This design comes from an exercise in tuning for small area on the open sky130 flow, not from production work.
Only simulation tests tie the RTL to the original design; equivalence was not proved.
Power and IR drop assume default switching activity.

==> v14 <==
// q100_core
module q100_core
(
    input clk,
    input rst,
    output [12-1:0] itcm_addr_o,
    input  [32-1:0] itcm_din_i,
    output [17-1:0] dtcm_addr_o,
    output [4-1:0]       dtcm_we_o,
    output [32-1:0] dtcm_dout_o,
    input  [32-1:0] dtcm_din_i,
    output                        done_intr_o
);
Settings: LEC_CHECK=0, CAP_MARGIN=20, CORE_MARGIN=2, CORE_UTILIZATION=40, CTS_CLUSTER_DIAMETER=100, CTS_CLUSTER_SIZE=28, SLEW_MARGIN=20, SYNTH_HIERARCHICAL=1, SYNTH_MINIMUM_KEEP_SIZE=0; clock period 10.0 ns.
run.sh (not shown) runs the stock make flow with config.mk's settings and CLKGATE_MAP_FILE= SYNTH_SCRIPT=/design/flow/synth_recipe.tcl, a recipe that flattens the netlist after the stock synthesis.
==> inputs of v24, as changes to v14 <==
Settings changed: CTS_CLUSTER_DIAMETER 100 to default, CTS_CLUSTER_SIZE 28 to default.
==> summary of the runs <==
- First-iteration DRC count: v24 is smaller than v14 (about 3.4%).
- In v24 the final cell count is larger than in v14, by about 2%.
- Clock power: v14 is lower than v24 (about 43%).
- Non-clock buffer count is the same in v24 and v14.
- In area after synthesis, v14 and v24 do not differ.
- Register-to-register slack: v14 is higher than v24 (40 ps).
- Fmax: v14 is higher than v24 (0.24%).
- In v14 the hold slack is higher than in v24, by 7.3 ps.
- In v14 the total power is smaller than in v24, by about 9%.
- Combinational power is about the same in v14 and v24.
- Against v24, the via count of v14 is smaller by about 1.5%.

========
==> trial 85: inputs <==
q100_core again, from the RTL that the note above started with.
Settings: LEC_CHECK=0, CAP_MARGIN=20, CORE_MARGIN=2, CORE_UTILIZATION=40, CTS_CLUSTER_DIAMETER=90, CTS_CLUSTER_SIZE=26, SLEW_MARGIN=20, SYNTH_HIERARCHICAL=1, SYNTH_MINIMUM_KEEP_SIZE=0; clock period 10.0 ns.
==> inputs of build 78, as changes to trial 85 <==
--- a/flow/config.mk
+++ b/flow/config.mk
@@ -7,9 +7,9 @@
 export LEC_CHECK = 0
 export CAP_MARGIN = 20
 export CORE_MARGIN = 2
-export CORE_UTILIZATION = 40
-export CTS_CLUSTER_DIAMETER = 90
-export CTS_CLUSTER_SIZE = 26
+export CORE_UTILIZATION = 50
+export CTS_CLUSTER_DIAMETER = 80
+export CTS_CLUSTER_SIZE = 20
 export SLEW_MARGIN = 20
 export SYNTH_HIERARCHICAL = 1
 export SYNTH_MINIMUM_KEEP_SIZE = 0
==> inputs of build 93, as changes to trial 85 <==
--- a/flow/config.mk
+++ b/flow/config.mk
@@ -8,8 +8,8 @@
 export CAP_MARGIN = 20
 export CORE_MARGIN = 2
 export CORE_UTILIZATION = 40
-export CTS_CLUSTER_DIAMETER = 90
-export CTS_CLUSTER_SIZE = 26
+export CTS_CLUSTER_DIAMETER = 80
+export CTS_CLUSTER_SIZE = 20
 export SLEW_MARGIN = 20
 export SYNTH_HIERARCHICAL = 1
 export SYNTH_MINIMUM_KEEP_SIZE = 0
==> comparison table <==
| item | build 93 | build 78 | trial 85 |
|---|---|---|---|
| Run status | finished clean | finished clean | finished clean |
| Ant diodes | 6 | 17 | 9 |
| Relative slew margins | 15.22% | 19.06% | 15.77% |
| Core region area | 169100 um^2 | 135300 um^2 | 169100 um^2 |
| Pre-Repair DR Iteration Count | 14 | 16 | 14 |
| PnR worst setup slack | 849.7 ps | 546.2 ps | 801.4 ps |
| Maximum operating frequency | 109.3 MHz | 105.8 MHz | 108.7 MHz |
| Post-detail-place hpwl | 181500 um | 174800 um | 181500 um |
| GRT met1 Usage | 39.25% | 49.26% | 39.43% |
| Source of the critical timing path | dtcm_din_i[3] | dtcm_din_i[5] | dtcm_din_i[6] |
| Filler cell count | 15240 | 11320 | 15260 |
| DRT Wirelength | 279200 um | 271000 um | 279000 um |
| Row count | 151 | 135 | 151 |
| Sequential cell area share | 51.58% | 51.89% | 51.77% |
| Number of global-route vias before repair | 52180 | 50790 | 51830 |
| Proportion of total power due to net switching | 41.89% | 42.15% | 42.26% |
| Placed Area | 73640 um^2 | 73070 um^2 | 73640 um^2 |
| Signal buf overhead | 4.315% | 4.364% | 4.346% |
| Worst Hold Launch | x_csrw | x_csrv | x_csrw |

[separate check: timing with driven ports]
Ports are ideal in the flow. The routed layouts listed here were re-timed in OpenROAD.
Step 1: set_driving_cell puts a clkbuf_16 on clk and a buf_2 on each other input, an assumption about the parent block.
Step 2 adds t to the input delays and takes it off the output delays; t is the mean of the earliest and latest rising clock arrival at the registers after step 1. Input paths then give back, and output paths get back, about the clock's delay inside the block.
Slacks: ideal / step 1 / step 2; pairs: ideal / step 1.
run | t (ns) | setup WS [ns] | latest minus earliest clock arrival (ns)
v14 | 0.839 | 0.834 / 0.899 / 0.061 | 0.055 / 0.055
v24 | 0.881 | 0.812 / 0.861 / -0.020 | 0.042 / 0.043
trial 85 | 0.805 | 0.801 / 0.864 / 0.059 | 0.062 / 0.062
build 78 | 0.791 | 0.546 / 0.586 / -0.205 | 0.088 / 0.088
build 93 | 0.788 | 0.850 / 0.891 / 0.103 | 0.030 / 0.030
With both steps, setup timing fails in v24 and build 78, where it was met with ideal ports. The setup slack of v24, which loses most, moves by +0.049 ns with the drivers and by -0.832 ns with both steps.
